From an optimization exercise on the open Yosys and OpenROAD flow, aimed at small area; shortcuts taken in it are not production practice.
In this exercise RTL edits were held to simulation tests only and were not proved equivalent to the original.
No activity file was given, so power comes from the tool's default toggle rates.

==> run A: inputs <==
Design jit_switch, start of the top module:
module jit_switch #(
  parameter integer NUM_ACCs = 8
)
(
  output  wire             sCMD_tready ,
  input   wire             sCMD_tvalid ,
  input   wire  [31 : 0]   sCMD_tdata  ,
  output  wire             s1A_tready  ,
  input   wire             s1A_tvalid  ,
  input   wire  [31 : 0]   s1A_tdata   ,
  output  wire             s1B_tready  ,
  input   wire             s1B_tvalid  ,
  input   wire  [31 : 0]   s1B_tdata   ,
  input   wire             m1C_tready  ,
  output  wire             m1C_tvalid  ,
  output  wire  [31 : 0]   m1C_tdata   ,
  output  wire             s1AT_tready ,
  input   wire             s1AT_tvalid ,
  input   wire  [31 : 0]   s1AT_tdata  ,
  output  wire             s1BT_tready ,
  input   wire             s1BT_tvalid ,
  input   wire  [31 : 0]   s1BT_tdata  ,
  input   wire             m1CT_tready ,
  output  wire             m1CT_tvalid ,
  output  wire  [31 : 0]   m1CT_tdata  ,
  output  wire             s1C_tready  ,
  input   wire             s1C_tvalid  ,
  input   wire  [31 : 0]   s1C_tdata   ,
  input   wire             m1A_tready  ,
  output  wire             m1A_tvalid  ,
  output  wire  [31 : 0]   m1A_tdata   ,
  input   wire             m1B_tready  ,
  output  wire             m1B_tvalid  ,
  output  wire  [31 : 0]   m1B_tdata   ,
  output  wire             s2A_tready  ,
  input   wire             s2A_tvalid  ,
  input   wire  [31 : 0]   s2A_tdata   ,
  output  wire             s2B_tready  ,
  input   wire             s2B_tvalid  ,
  input   wire  [31 : 0]   s2B_tdata   ,
  input   wire             m2C_tready  ,
  output  wire             m2C_tvalid  ,
  output  wire  [31 : 0]   m2C_tdata   ,
  output  wire             s2AT_tready ,
  input   wire             s2AT_tvalid ,
  input   wire  [31 : 0]   s2AT_tdata  ,
  output  wire             s2BT_tready ,
  input   wire             s2BT_tvalid ,
  input   wire  [31 : 0]   s2BT_tdata  ,
  input   wire             m2CT_tready ,
  output  wire             m2CT_tvalid ,
  output  wire  [31 : 0]   m2CT_tdata  ,
  output  wire             s2C_tready  ,
  input   wire             s2C_tvalid  ,
  input   wire  [31 : 0]   s2C_tdata   ,
  ...
==> flow/config.mk <==
export PLATFORM = sky130hd
export DESIGN_NAME = jit_switch
export DESIGN_NICKNAME = jit_switch
export VERILOG_FILES = /design/flow/design.v
export SDC_FILE = /design/flow/constraint.sdc
export NUM_CORES = 4
export LEC_CHECK = 0
export CAP_MARGIN = 20
export CELL_PAD_IN_SITES_DETAIL_PLACEMENT = 2
export CELL_PAD_IN_SITES_GLOBAL_PLACEMENT = 4
export CORE_AREA = 10 10 570 570
export CTS_CLUSTER_DIAMETER = 70
export CTS_CLUSTER_SIZE = 22
export DIE_AREA = 0 0 580 580
export PLACE_DENSITY = 0.3
export SLEW_MARGIN = 20
export SYNTH_HIERARCHICAL = 1
==> flow/constraint.sdc <==
create_clock -name core_clock -period 10.0 [get_ports {ACLK}]
set_input_delay 2.0000 -clock core_clock [delete_from_list [all_inputs] [get_ports {ACLK}]]
set_output_delay 2.0000 -clock core_clock [all_outputs]
set_load 0.01 [all_outputs]
standard.sh (not shown) runs the stock make flow with config.mk's settings and CLKGATE_MAP_FILE= SYNTH_SCRIPT=/design/flow/synth_recipe.tcl, a recipe that flattens the netlist after the stock synthesis.
==> flow/flow/run.sh <==
#!/bin/bash
# The standard layout (standard.sh: unchanged synthesis, floorplan, power grid and tap
# cells), with these ORFS options changed:
#  - I/O pins may sit one routing track apart (the default is two), so the die can be smaller;
#  - every input and output port is still buffered, with the smallest buffer (buf_1) instead of
#    the delay buffer that buffer_ports picks by default;
# make's own output goes to flow_make.log; each ORFS step writes its full log under orfs/logs/.
set -euo pipefail
bash standard.sh finish \
  "PLACE_PINS_ARGS=-min_distance 1 -min_distance_in_tracks" \
  "BUFFER_PORTS_ARGS=-buffer_cell sky130_fd_sc_hd__buf_1" \
  > flow_make.log 2>&1
==> inputs of run G, as changes to run A <==
--- a/flow/design.v
+++ b/flow/design.v
@@ -18,29 +18,14 @@
 endmodule
 module jit_hold (
   input  wire we, hold, d, q,
   output wire y
 );
   assign y = (we & d) | (hold & q);
 endmodule
-module jit_cgate (
-  input  wire ncen, ncent, d,
-  output wire yc, yct
-);
-  wire nd;
-  jit_inv  u_i (.a(d), .y(nd));
-  jit_nor2 u_c (.a(ncen), .b(nd), .y(yc));
-  jit_nor2 u_t (.a(ncent), .b(nd), .y(yct));
-endmodule
-module jit_inv (input wire a, output wire y);
-  assign y = ~a;
-endmodule
-module jit_nor2 (input wire a, b, output wire y);
-  assign y = ~(a | b);
-endmodule
 `timescale 1ns / 1ps
 module jit_switch #(
   parameter integer NUM_ACCs = 8
 )
 (
   output  wire             sCMD_tready ,
   input   wire             sCMD_tvalid ,
@@ -1143,23 +1128,18 @@
   wire [32:0] dout8B;
   generate for (gb = 0; gb < 33; gb = gb + 1) begin : g_m8B
     jit_mux u_m (.sel(sel8B), .d({din8B[297+gb], din8B[264+gb], din8B[231+gb], din8B[198+gb], din8B[165+gb], din8B[132+gb], din8B[99+gb], din8B[66+gb], din8B[33+gb], din8B[gb]}), .y(dout8B[gb]));
   end endgenerate
   assign {m8B_tvalid, m8B_tdata} = dout8B;
   assign s8B_tready  = sB1_8 & m8B_tready;
   assign s8BT_tready = sB3_8 & m8B_tready;
-  wire nce1  = ~(c1 == 2'd1);
-  wire ncte1 = ~(c1 == 2'd3);
-  wire [32:0] cin1 = {s1C_tvalid, s1C_tdata};
-  wire [32:0] co1, cto1;
-  generate for (gb = 0; gb < 33; gb = gb + 1) begin : g_c1
-    jit_cgate u_g (.ncen(nce1), .ncent(ncte1), .d(cin1[gb]), .yc(co1[gb]), .yct(cto1[gb]));
-  end endgenerate
-  assign {m1C_tvalid, m1C_tdata} = co1;
-  assign {m1CT_tvalid, m1CT_tdata} = cto1;
+  assign m1C_tvalid  = (c1 == 2'd1) & s1C_tvalid;
+  assign m1C_tdata   = {32{c1 == 2'd1}} & s1C_tdata;
+  assign m1CT_tvalid = (c1 == 2'd3) & s1C_tvalid;
+  assign m1CT_tdata  = {32{c1 == 2'd3}} & s1C_tdata;
   assign s1C_tready = m1C_tready | m1CT_tready
     | (rA1_1 & m1A_tready)
     | (rB1_1 & m1B_tready)
     | (rA2_1 & m2A_tready)
     | (rB2_1 & m2B_tready)
     | (rA3_1 & m3A_tready)
     | (rB3_1 & m3B_tready)
@@ -1169,23 +1149,18 @@
     | (rB5_1 & m5B_tready)
     | (rA6_1 & m6A_tready)
     | (rB6_1 & m6B_tready)
     | (rA7_1 & m7A_tready)
     | (rB7_1 & m7B_tready)
     | (rA8_1 & m8A_tready)
     | (rB8_1 & m8B_tready);
-  wire nce2  = ~(c2 == 2'd1);
-  wire ncte2 = ~(c2 == 2'd3);
-  wire [32:0] cin2 = {s2C_tvalid, s2C_tdata};
-  wire [32:0] co2, cto2;
-  generate for (gb = 0; gb < 33; gb = gb + 1) begin : g_c2
-    jit_cgate u_g (.ncen(nce2), .ncent(ncte2), .d(cin2[gb]), .yc(co2[gb]), .yct(cto2[gb]));
-  end endgenerate
-  assign {m2C_tvalid, m2C_tdata} = co2;
-  assign {m2CT_tvalid, m2CT_tdata} = cto2;
+  assign m2C_tvalid  = (c2 == 2'd1) & s2C_tvalid;
+  assign m2C_tdata   = {32{c2 == 2'd1}} & s2C_tdata;
+  assign m2CT_tvalid = (c2 == 2'd3) & s2C_tvalid;
+  assign m2CT_tdata  = {32{c2 == 2'd3}} & s2C_tdata;
   assign s2C_tready = m2C_tready | m2CT_tready
     | (rA1_2 & m1A_tready)
     | (rB1_2 & m1B_tready)
     | (rA2_2 & m2A_tready)
     | (rB2_2 & m2B_tready)
     | (rA3_2 & m3A_tready)
     | (rB3_2 & m3B_tready)
@@ -1195,23 +1170,18 @@
     | (rB5_2 & m5B_tready)
     | (rA6_2 & m6A_tready)
     | (rB6_2 & m6B_tready)
     | (rA7_2 & m7A_tready)
     | (rB7_2 & m7B_tready)
     | (rA8_2 & m8A_tready)
     | (rB8_2 & m8B_tready);
-  wire nce3  = ~(c3 == 2'd1);
-  wire ncte3 = ~(c3 == 2'd3);
-  wire [32:0] cin3 = {s3C_tvalid, s3C_tdata};
-  wire [32:0] co3, cto3;
-  generate for (gb = 0; gb < 33; gb = gb + 1) begin : g_c3
-    jit_cgate u_g (.ncen(nce3), .ncent(ncte3), .d(cin3[gb]), .yc(co3[gb]), .yct(cto3[gb]));
-  end endgenerate
-  assign {m3C_tvalid, m3C_tdata} = co3;
-  assign {m3CT_tvalid, m3CT_tdata} = cto3;
+  assign m3C_tvalid  = (c3 == 2'd1) & s3C_tvalid;
+  assign m3C_tdata   = {32{c3 == 2'd1}} & s3C_tdata;
+  assign m3CT_tvalid = (c3 == 2'd3) & s3C_tvalid;
+  assign m3CT_tdata  = {32{c3 == 2'd3}} & s3C_tdata;
   assign s3C_tready = m3C_tready | m3CT_tready
     | (rA1_3 & m1A_tready)
     | (rB1_3 & m1B_tready)
     | (rA2_3 & m2A_tready)
     | (rB2_3 & m2B_tready)
     | (rA3_3 & m3A_tready)
     | (rB3_3 & m3B_tready)
@@ -1221,23 +1191,18 @@
     | (rB5_3 & m5B_tready)
     | (rA6_3 & m6A_tready)
     | (rB6_3 & m6B_tready)
     | (rA7_3 & m7A_tready)
     | (rB7_3 & m7B_tready)
     | (rA8_3 & m8A_tready)
     | (rB8_3 & m8B_tready);
-  wire nce4  = ~(c4 == 2'd1);
-  wire ncte4 = ~(c4 == 2'd3);
-  wire [32:0] cin4 = {s4C_tvalid, s4C_tdata};
-  wire [32:0] co4, cto4;
-  generate for (gb = 0; gb < 33; gb = gb + 1) begin : g_c4
-    jit_cgate u_g (.ncen(nce4), .ncent(ncte4), .d(cin4[gb]), .yc(co4[gb]), .yct(cto4[gb]));
-  end endgenerate
-  assign {m4C_tvalid, m4C_tdata} = co4;
-  assign {m4CT_tvalid, m4CT_tdata} = cto4;
+  assign m4C_tvalid  = (c4 == 2'd1) & s4C_tvalid;
+  assign m4C_tdata   = {32{c4 == 2'd1}} & s4C_tdata;
+  assign m4CT_tvalid = (c4 == 2'd3) & s4C_tvalid;
+  assign m4CT_tdata  = {32{c4 == 2'd3}} & s4C_tdata;
   assign s4C_tready = m4C_tready | m4CT_tready
     | (rA1_4 & m1A_tready)
     | (rB1_4 & m1B_tready)
     | (rA2_4 & m2A_tready)
     | (rB2_4 & m2B_tready)
     | (rA3_4 & m3A_tready)
     | (rB3_4 & m3B_tready)
@@ -1247,23 +1212,18 @@
     | (rB5_4 & m5B_tready)
     | (rA6_4 & m6A_tready)
     | (rB6_4 & m6B_tready)
     | (rA7_4 & m7A_tready)
     | (rB7_4 & m7B_tready)
     | (rA8_4 & m8A_tready)
     | (rB8_4 & m8B_tready);
-  wire nce5  = ~(c5 == 2'd1);
-  wire ncte5 = ~(c5 == 2'd3);
-  wire [32:0] cin5 = {s5C_tvalid, s5C_tdata};
-  wire [32:0] co5, cto5;
-  generate for (gb = 0; gb < 33; gb = gb + 1) begin : g_c5
-    jit_cgate u_g (.ncen(nce5), .ncent(ncte5), .d(cin5[gb]), .yc(co5[gb]), .yct(cto5[gb]));
-  end endgenerate
-  assign {m5C_tvalid, m5C_tdata} = co5;
-  assign {m5CT_tvalid, m5CT_tdata} = cto5;
+  assign m5C_tvalid  = (c5 == 2'd1) & s5C_tvalid;
+  assign m5C_tdata   = {32{c5 == 2'd1}} & s5C_tdata;
+  assign m5CT_tvalid = (c5 == 2'd3) & s5C_tvalid;
+  assign m5CT_tdata  = {32{c5 == 2'd3}} & s5C_tdata;
   assign s5C_tready = m5C_tready | m5CT_tready
     | (rA1_5 & m1A_tready)
     | (rB1_5 & m1B_tready)
     | (rA2_5 & m2A_tready)
     | (rB2_5 & m2B_tready)
     | (rA3_5 & m3A_tready)
     | (rB3_5 & m3B_tready)
@@ -1273,23 +1233,18 @@
     | (rB5_5 & m5B_tready)
     | (rA6_5 & m6A_tready)
     | (rB6_5 & m6B_tready)
     | (rA7_5 & m7A_tready)
     | (rB7_5 & m7B_tready)
     | (rA8_5 & m8A_tready)
     | (rB8_5 & m8B_tready);
-  wire nce6  = ~(c6 == 2'd1);
-  wire ncte6 = ~(c6 == 2'd3);
-  wire [32:0] cin6 = {s6C_tvalid, s6C_tdata};
-  wire [32:0] co6, cto6;
-  generate for (gb = 0; gb < 33; gb = gb + 1) begin : g_c6
-    jit_cgate u_g (.ncen(nce6), .ncent(ncte6), .d(cin6[gb]), .yc(co6[gb]), .yct(cto6[gb]));
-  end endgenerate
-  assign {m6C_tvalid, m6C_tdata} = co6;
-  assign {m6CT_tvalid, m6CT_tdata} = cto6;
+  assign m6C_tvalid  = (c6 == 2'd1) & s6C_tvalid;
+  assign m6C_tdata   = {32{c6 == 2'd1}} & s6C_tdata;
+  assign m6CT_tvalid = (c6 == 2'd3) & s6C_tvalid;
+  assign m6CT_tdata  = {32{c6 == 2'd3}} & s6C_tdata;
   assign s6C_tready = m6C_tready | m6CT_tready
     | (rA1_6 & m1A_tready)
     | (rB1_6 & m1B_tready)
     | (rA2_6 & m2A_tready)
     | (rB2_6 & m2B_tready)
     | (rA3_6 & m3A_tready)
     | (rB3_6 & m3B_tready)
@@ -1299,23 +1254,18 @@
     | (rB5_6 & m5B_tready)
     | (rA6_6 & m6A_tready)
     | (rB6_6 & m6B_tready)
     | (rA7_6 & m7A_tready)
     | (rB7_6 & m7B_tready)
     | (rA8_6 & m8A_tready)
     | (rB8_6 & m8B_tready);
-  wire nce7  = ~(c7 == 2'd1);
-  wire ncte7 = ~(c7 == 2'd3);
-  wire [32:0] cin7 = {s7C_tvalid, s7C_tdata};
-  wire [32:0] co7, cto7;
-  generate for (gb = 0; gb < 33; gb = gb + 1) begin : g_c7
-    jit_cgate u_g (.ncen(nce7), .ncent(ncte7), .d(cin7[gb]), .yc(co7[gb]), .yct(cto7[gb]));
-  end endgenerate
-  assign {m7C_tvalid, m7C_tdata} = co7;
-  assign {m7CT_tvalid, m7CT_tdata} = cto7;
+  assign m7C_tvalid  = (c7 == 2'd1) & s7C_tvalid;
+  assign m7C_tdata   = {32{c7 == 2'd1}} & s7C_tdata;
+  assign m7CT_tvalid = (c7 == 2'd3) & s7C_tvalid;
+  assign m7CT_tdata  = {32{c7 == 2'd3}} & s7C_tdata;
   assign s7C_tready = m7C_tready | m7CT_tready
     | (rA1_7 & m1A_tready)
     | (rB1_7 & m1B_tready)
     | (rA2_7 & m2A_tready)
     | (rB2_7 & m2B_tready)
     | (rA3_7 & m3A_tready)
     | (rB3_7 & m3B_tready)
@@ -1325,23 +1275,18 @@
     | (rB5_7 & m5B_tready)
     | (rA6_7 & m6A_tready)
     | (rB6_7 & m6B_tready)
     | (rA7_7 & m7A_tready)
     | (rB7_7 & m7B_tready)
     | (rA8_7 & m8A_tready)
     | (rB8_7 & m8B_tready);
-  wire nce8  = ~(c8 == 2'd1);
-  wire ncte8 = ~(c8 == 2'd3);
-  wire [32:0] cin8 = {s8C_tvalid, s8C_tdata};
-  wire [32:0] co8, cto8;
-  generate for (gb = 0; gb < 33; gb = gb + 1) begin : g_c8
-    jit_cgate u_g (.ncen(nce8), .ncent(ncte8), .d(cin8[gb]), .yc(co8[gb]), .yct(cto8[gb]));
-  end endgenerate
-  assign {m8C_tvalid, m8C_tdata} = co8;
-  assign {m8CT_tvalid, m8CT_tdata} = cto8;
+  assign m8C_tvalid  = (c8 == 2'd1) & s8C_tvalid;
+  assign m8C_tdata   = {32{c8 == 2'd1}} & s8C_tdata;
+  assign m8CT_tvalid = (c8 == 2'd3) & s8C_tvalid;
+  assign m8CT_tdata  = {32{c8 == 2'd3}} & s8C_tdata;
   assign s8C_tready = m8C_tready | m8CT_tready
     | (rA1_8 & m1A_tready)
     | (rB1_8 & m1B_tready)
     | (rA2_8 & m2A_tready)
     | (rB2_8 & m2B_tready)
     | (rA3_8 & m3A_tready)
     | (rB3_8 & m3B_tready)
==> flow/flow/run.sh (replaced) <==
#!/bin/bash
# The standard layout (standard.sh: unchanged synthesis, floorplan, power grid and tap
# cells), with these ORFS options changed:
#  - every input and output port is still buffered, with the smallest buffer (buf_1) instead of
#    the delay buffer that buffer_ports picks by default;
#  - after global routing, gates on paths with positive slack are downsized (RECOVER_POWER);
#  - the global router is offered less of met1/met2 (flow/fastroute.tcl).
# make's own output goes to flow_make.log; each ORFS step writes its full log under orfs/logs/.
set -euo pipefail
bash standard.sh finish \
  "BUFFER_PORTS_ARGS=-buffer_cell sky130_fd_sc_hd__buf_1" \
  "RECOVER_POWER=100" \
  "FASTROUTE_TCL=$(pwd)/flow/fastroute.tcl" \
  > flow_make.log 2>&1
==> flow/flow/fastroute.tcl (new file) <==
# Global routing layers as the platform's fastroute.tcl, but with less of met1 and met2 offered
# to the global router, so that it leaves more room on them for pin access in detailed routing.
set_global_routing_layer_adjustment $::env(MIN_ROUTING_LAYER)-$::env(MAX_ROUTING_LAYER) 0.2
set_global_routing_layer_adjustment met1 0.45
set_global_routing_layer_adjustment met2 0.35

set_routing_layers -clock $::env(MIN_CLK_ROUTING_LAYER)-$::env(MAX_ROUTING_LAYER)
set_routing_layers -signal $::env(MIN_ROUTING_LAYER)-$::env(MAX_ROUTING_LAYER)
CORE_AREA = 10 10 790 790   (was 10 10 570 570)
DIE_AREA = 0 0 800 800   (was 0 0 580 580)
==> inputs of run E, as changes to run A <==
==> flow/flow/run.sh (replaced) <==
#!/bin/bash
# The standard layout (standard.sh: unchanged synthesis, floorplan, power grid and tap
# cells), with these ORFS options changed:
#  - every input and output port is still buffered, with the smallest buffer (buf_1) instead of
#    the delay buffer that buffer_ports picks by default;
#  - the global router is offered less of met1/met2 (flow/fastroute.tcl).
# make's own output goes to flow_make.log; each ORFS step writes its full log under orfs/logs/.
set -euo pipefail
bash standard.sh finish \
  "BUFFER_PORTS_ARGS=-buffer_cell sky130_fd_sc_hd__buf_1" \
  "FASTROUTE_TCL=$(pwd)/flow/fastroute.tcl" \
  > flow_make.log 2>&1
==> flow/flow/fastroute.tcl (new file) <==
# Global routing layers as the platform's fastroute.tcl, but with less of met1 and met2 offered
# to the global router, so that it leaves more room on them for pin access in detailed routing.
set_global_routing_layer_adjustment $::env(MIN_ROUTING_LAYER)-$::env(MAX_ROUTING_LAYER) 0.2
set_global_routing_layer_adjustment met1 0.45
set_global_routing_layer_adjustment met2 0.35

set_routing_layers -clock $::env(MIN_CLK_ROUTING_LAYER)-$::env(MAX_ROUTING_LAYER)
set_routing_layers -signal $::env(MIN_ROUTING_LAYER)-$::env(MAX_ROUTING_LAYER)
CORE_AREA = 10 10 790 790   (was 10 10 570 570)
DIE_AREA = 0 0 800 800   (was 0 0 580 580)
==> comparison <==
Run G produced a layout that fails on max-capacitance violations, max-slew violations. Run E finished with max-capacitance violations, max-slew violations left. Run A passed the timing, DRC and antenna checks.
Cell area, highest first: run G, run E, run A.
Of run E and run A, run A has the higher sequential share of layout area (gap 2.0 points).
Non-clock buffer count: run G > run E > run A.
Maximum frequency, lowest first: run G, run A, run E.
Between run A and run G, the lower power is in run A (gap 30%, measured against run G).
Of run G and run A, run A has the higher first-iteration DRC count (gap 31%, measured against run A).

[port drivers added, routing unchanged]
The flow's constraints put no driver on any port. The routed layouts listed below were extracted and timed again, unchanged, in two steps. Step 1: set_driving_cell puts a clkbuf_16 on ACLK and a buf_2 on each other input, an assumption about the parent block. Step 2 times the ports against the registers' clock, not the clock port: input delays grow and output delays shrink by t, the midpoint of the rising clock arrivals with the driver on. Three values: ideal, step 1, step 2; two values: the first two.
| run | t, ns | slack for setup (ns) | worst setup path after step 2 | worst slew at a driven data input, ns |
|---|---|---|---|---|
| run A | 0.713 | 1.702 / 1.664 / 1.664 | input to output | 0.56 |
| run G | 0.790 | 0.941 / 0.847 / 0.935 | input to output | 0.79 |
| run E | 0.768 | 2.118 / 1.945 / 1.945 | input to output | 0.95 |
For run E, which loses most, drivers alone change the setup slack by -0.173 ns; drivers and shift together by -0.173 ns.
